What follows belongs to an exercise in optimizing a design on an open flow for small area, a short achievable clock period and few clock cycles; a production flow would make more cautious choices. Power is estimated from default activity; no workload was simulated.

== 10-08 ==
==> module draw_lines, before the edit <==
module draw_lines(
      input          i_clk,
      input          i_reset,
      input   [10:0] i_x0,
      input   [10:0] i_x1,
      input   [10:0] i_y0,
      input   [10:0] i_y1,
      input          i_start,
      input          i_load_fifo,
      output         o_waiting,
      output         o_fifo_full,
      output         o_wr,
      output  [18:0] o_addr
    );
   localparam NR = 11;           
   localparam RW = 38;           
   function [11:0] ks_add;
      input [11:0] a, b;
      input        ci;
      reg   [11:0] p, g, pp, gg;
      integer i, d;
      begin
         p = a ^ b;
         g = a & b;
         gg = {g[11:1], g[0] | (p[0] & ci)};
         pp = p;
         for (d = 1; d < 12; d = d * 2) begin
            for (i = 11; i >= d; i = i - 1) begin
               gg[i] = gg[i] | (pp[i] & gg[i-d]);
               pp[i] = pp[i] & pp[i-d];
            end
         end
         ks_add = p ^ {gg[10:0], ci};
      end
   endfunction
   reg        idle;              
   reg        wr;                
   reg  [3:0] count;             
   reg        full;              
   reg  [NR-1:0] r_v;            
   reg           x_v, y_v, z_v, e_v;
   reg        e_last;            
   wire emit   = e_v & (~idle | (i_start & ~e_last));
   wire finish = ~idle & e_v & e_last;    
   wire [NR+3:0] vall = {e_v, z_v, y_v, x_v, r_v};      
   wire [NR+3:0] take;
   genvar gi;
   generate
      for (gi = 1; gi <= NR+3; gi = gi + 1) begin : g_take
         assign take[gi] = vall[gi-1] & (~&vall[NR+3:gi] | finish);
      end
   endgenerate
   assign take[0] = i_load_fifo;
   wire [3:0] count_nx = count + {3'd0, i_load_fifo} - {3'd0, finish};
   always @(posedge i_clk) begin
      if (i_reset) begin
         idle    <= 1'b1;
         wr      <= 1'b0;
         count   <= 4'd0;
         full    <= 1'b0;
         r_v     <= {NR{1'b0}};
         x_v     <= 1'b0;
         y_v     <= 1'b0;
         z_v     <= 1'b0;
         e_v     <= 1'b0;
      end else begin
         idle  <= idle ? ~i_start : (count == 4'd0);
         wr    <= emit;
         count <= count_nx;
         full  <= count_nx == 4'd15;
         r_v   <= (r_v & ~take[NR:1]) | take[NR-1:0];
         x_v   <= (x_v & ~take[NR+1]) | take[NR];
         y_v   <= (y_v & ~take[NR+2]) | take[NR+1];
         z_v   <= (z_v & ~take[NR+3]) | take[NR+2];
         e_v   <= (e_v & ~finish) | take[NR+3];
      end
   end
   assign o_waiting   = idle;
   assign o_fifo_full = full;
   assign o_wr        = wr;
   reg [RW-1:0] r_d [0:NR-1];
   always @(posedge i_clk) begin
      if (take[0])
         r_d[0] <= {i_x0[9:0], i_y0[8:0], i_x1[9:0], i_y1[8:0]};
   end
   generate
      for (gi = 1; gi < NR; gi = gi + 1) begin : g_raw
         always @(posedge i_clk) begin
            if (take[gi])
               r_d[gi] <= r_d[gi-1];
         end
      end
   endgenerate
   wire [9:0] h_x0 = r_d[NR-1][37:28];
   wire [8:0] h_y0 = r_d[NR-1][27:19];
   wire [9:0] h_x1 = r_d[NR-1][18:9];
   wire [8:0] h_y1 = r_d[NR-1][8:0];
   wire [10:0] dxp = {1'b0, h_x1} - {1'b0, h_x0};
   wire [10:0] dxn = {1'b0, h_x0} - {1'b0, h_x1};
   wire  [9:0] dyp = {1'b0, h_y1} - {1'b0, h_y0};
   wire  [9:0] dyn = {1'b0, h_y0} - {1'b0, h_y1};
   reg  [RW-1:0] x_pts;          
   reg     [9:0] x_adx;
   reg     [8:0] x_ady;
   reg           x_sx, x_sy;     
   always @(posedge i_clk) begin
      if (take[NR]) begin
         x_pts <= r_d[NR-1];
         x_sx  <= dxp[10];
         x_sy  <= dyp[9];
         x_adx <= dxp[10] ? dxn[9:0] : dxp[9:0];
         x_ady <= dyp[9]  ? dyn[8:0] : dyp[8:0];
      end
   end
   reg  [RW-1:0] y_pts;
   reg     [9:0] y_adx;
   reg     [8:0] y_ady;
   reg           y_sx, y_sy, y_steep;
   always @(posedge i_clk) begin
      if (take[NR+1]) begin
         y_pts   <= x_pts;
         y_adx   <= x_adx;
         y_ady   <= x_ady;
         y_sx    <= x_sx;
         y_sy    <= x_sy;
         y_steep <= {1'b0, x_ady} > x_adx;
      end
   end
   wire        swap  = y_steep ? y_sy : y_sx;
   reg   [9:0] z_xs;
   reg   [8:0] z_ys;
   reg   [9:0] z_da, z_db;
   reg         z_steep, z_bpos;
   always @(posedge i_clk) begin
      if (take[NR+2]) begin
         z_xs    <= swap ? y_pts[18:9] : y_pts[37:28];
         z_ys    <= swap ? y_pts[8:0]  : y_pts[27:19];
         z_da    <= y_steep ? {1'b0, y_ady} : y_adx;
         z_db    <= y_steep ? y_adx : {1'b0, y_ady};
         z_steep <= y_steep;
         z_bpos  <= ~(y_sx ^ y_sy);
      end
   end
   wire [9:0]  d1 = z_da - z_db;                             
   wire [10:0] e0 = {2'b0, z_da[9:1]} - {1'b0, z_db};        
   reg  [9:0] e_x;
   reg  [8:0] e_y;
   reg [10:0] e_err;             
   reg  [9:0] e_d1;              
   reg  [9:0] e_db;
   reg  [9:0] e_cnt;             
   reg        e_steep, e_bpos;
   wire        e_step   = e_err[10];
   wire [11:0] e_err_s_w  = ks_add({e_err[10], e_err}, {2'b0, e_d1}, 1'b0);
   wire [11:0] e_err_ns_w = ks_add({e_err[10], e_err}, {2'b11, ~e_db}, 1'b1);
   wire [10:0] e_err_s  = e_err_s_w[10:0];
   wire [10:0] e_err_ns = e_err_ns_w[10:0];
   wire        x_mv = ~e_steep | e_step;
   wire        x_up = ~e_steep | e_bpos;
   wire        y_mv =  e_steep | e_step;
   wire        y_up =  e_steep | e_bpos;
   wire  [9:0] e_x_nx = x_mv ? (x_up ? e_x + 10'd1 : e_x - 10'd1) : e_x;
   wire  [8:0] e_y_nx = y_mv ? (y_up ? e_y + 9'd1 : e_y - 9'd1) : e_y;
   always @(posedge i_clk) begin
      if (take[NR+3]) begin
         e_x     <= z_xs;
         e_y     <= z_ys;
         e_err   <= e0;
         e_d1    <= d1;
         e_db    <= z_db;
         e_cnt   <= z_da;
         e_last  <= (z_da == 10'd0);
         e_steep <= z_steep;
         e_bpos  <= z_bpos;
      end else if (emit) begin
         e_x     <= e_x_nx;
         e_y     <= e_y_nx;
         e_err   <= e_step ? e_err_s : e_err_ns;
         e_cnt   <= e_cnt - 10'd1;
         e_last  <= (e_cnt == 10'd1);
      end
   end
   reg [18:0] addr;
   wire [11:0] s_a = {1'b0, e_y, 2'b0};
   wire [11:0] s_b = {3'b0, e_y};
   wire [11:0] s_c = {9'b0, e_x[9:7]};
   wire [11:0] s_sum = s_a ^ s_b ^ s_c;
   wire [11:0] s_cry = (s_a & s_b) | (s_a & s_c) | (s_b & s_c);
   always @(posedge i_clk) begin
      addr[6:0]  <= e_x[6:0];
      addr[18:7] <= ks_add(s_sum, {s_cry[10:0], 1'b0}, 1'b0);
   end
   assign o_addr = addr;
endmodule
==> flow/config.mk <==
export PLATFORM = sky130hd
export DESIGN_NAME = draw_lines
export DESIGN_NICKNAME = draw_lines
export VERILOG_FILES = /design/flow/design.v
export SDC_FILE = /design/flow/constraint.sdc
export NUM_CORES = 4
export LEC_CHECK = 0
export ABC_AREA = 1
export CAP_MARGIN = 20
export CORE_MARGIN = 2
export CORE_UTILIZATION = 40
export CTS_CLUSTER_DIAMETER = 100
export CTS_CLUSTER_SIZE = 25
export SETUP_SLACK_MARGIN = 2.9
export SLEW_MARGIN = 20
==> flow/constraint.sdc <==
create_clock -name core_clock -period 5.0 [get_ports {i_clk}]
set_input_delay 1.0000 -clock core_clock [delete_from_list [all_inputs] [get_ports {i_clk}]]
set_output_delay 1.0000 -clock core_clock [all_outputs]
set_load 0.01 [all_outputs]
run.sh (not shown) runs the stock make flow with config.mk's settings and CLKGATE_MAP_FILE= SYNTH_SCRIPT=/design/flow/synth_recipe.tcl, a recipe that flattens the netlist after the stock synthesis.
Modified inputs, 09-03 compared to 10-08
--- a/flow/design.v
+++ b/flow/design.v
@@ -39,10 +39,10 @@
    reg        full;              
    reg  [NR-1:0] r_v;            
    reg           x_v, y_v, z_v, e_v;
    reg        e_last;            
-   wire emit   = e_v & (~idle | (i_start & ~e_last));
-   wire finish = ~idle & e_v & e_last;    
+   wire emit   = ~idle & e_v;    
+   wire finish = emit & e_last;  
    wire [NR+3:0] vall = {e_v, z_v, y_v, x_v, r_v};      
    wire [NR+3:0] take;
    genvar gi;
    generate
@@ -98,28 +98,32 @@
    wire [10:0] dxp = {1'b0, h_x1} - {1'b0, h_x0};
    wire [10:0] dxn = {1'b0, h_x0} - {1'b0, h_x1};
    wire  [9:0] dyp = {1'b0, h_y1} - {1'b0, h_y0};
    wire  [9:0] dyn = {1'b0, h_y0} - {1'b0, h_y1};
-   reg  [RW-1:0] x_pts;          
+   reg     [9:0] x_x0;           
+   reg     [8:0] x_y0;
    reg     [9:0] x_adx;
    reg     [8:0] x_ady;
    reg           x_sx, x_sy;     
    always @(posedge i_clk) begin
       if (take[NR]) begin
-         x_pts <= r_d[NR-1];
+         x_x0  <= h_x0;
+         x_y0  <= h_y0;
          x_sx  <= dxp[10];
          x_sy  <= dyp[9];
          x_adx <= dxp[10] ? dxn[9:0] : dxp[9:0];
          x_ady <= dyp[9]  ? dyn[8:0] : dyp[8:0];
       end
    end
+   wire  [9:0] x_x1 = x_sx ? x_x0 - x_adx : x_x0 + x_adx;
+   wire  [8:0] x_y1 = x_sy ? x_y0 - x_ady : x_y0 + x_ady;
    reg  [RW-1:0] y_pts;
    reg     [9:0] y_adx;
    reg     [8:0] y_ady;
    reg           y_sx, y_sy, y_steep;
    always @(posedge i_clk) begin
       if (take[NR+1]) begin
-         y_pts   <= x_pts;
+         y_pts   <= {x_x0, x_y0, x_x1, x_y1};
          y_adx   <= x_adx;
          y_ady   <= x_ady;
          y_sx    <= x_sx;
          y_sy    <= x_sy;
09-03 | stages: all done | timing, DRC, antenna: all pass. In 09-03, vertical die dimension is higher than in 10-08. Re clock network power consumption: 09-03 and 10-08 aren't equal, and the higher value belongs to 09-03. Relative to 10-08, the multi-input gate share of total cell area of 09-03 is higher by 4.0 points. Total non-filler cell area in the finished layout (09-03 vs. 10-08) increases by a few percent. Summary: with 10-08 as the reference, cell area after technology mapping in 09-03 moved up by a few percent. Sort 09-03 and 10-08 by utilization asc -> top: 10-08. 10-08 → 09-03: routed wirelength normalized by instance count increased about 2.2%; clock period minus final worst setup slack increased 0.36 ns; part of the cycle the worst path needs increased 7.3 points. Going from 10-08 to 09-03, via count of the first global-routing pass grows by 8.0%. In the final design statistics, 09-03 uses more standard cells in total than 10-08. Taking 10-08 as the reference, in 09-03 synthesized cell count went up, sequential cell count down 2.8%.
Function was not checked in any run of this note: the RTL went through the layout flow alone.

[port drivers added, routing unchanged]
The results above use ideal ports. As a check the final layouts listed here were re-extracted and re-timed, cells and wires unchanged. Step 1 sets driving cells, clkbuf_16 on the clock port and buf_2 on the other inputs (assumed; they add their load-dependent delay and slew). Step 2 adds t to the input delays and takes it off the output delays; t is the mean of the earliest and latest rising clock arrival at the registers after step 1. Input paths then give back, and output paths get back, about the clock's delay inside the block. Three values: no drivers, after step 1, after step 2; two values: the first two.
| run | shift t [ns] | setup WS [ns] | clock arrival spread, ns | worst register clock-pin slew, ns | worst data-port slew with drivers (ns) |
|---|---|---|---|---|---|
| 10-08 | 0.671 | 2.860 / 2.841 / 2.370 | 0.027 / 0.027 | 0.11 / 0.11 | 0.03 |
| 09-03 | 0.675 | 2.496 / 2.496 / 2.496 | 0.019 / 0.019 | 0.10 / 0.10 | 0.03 |
After both steps setup and hold are still met in every run listed. For 10-08, which loses most, drivers alone change the setup slack by -0.019 ns; drivers and shift together by -0.490 ns.
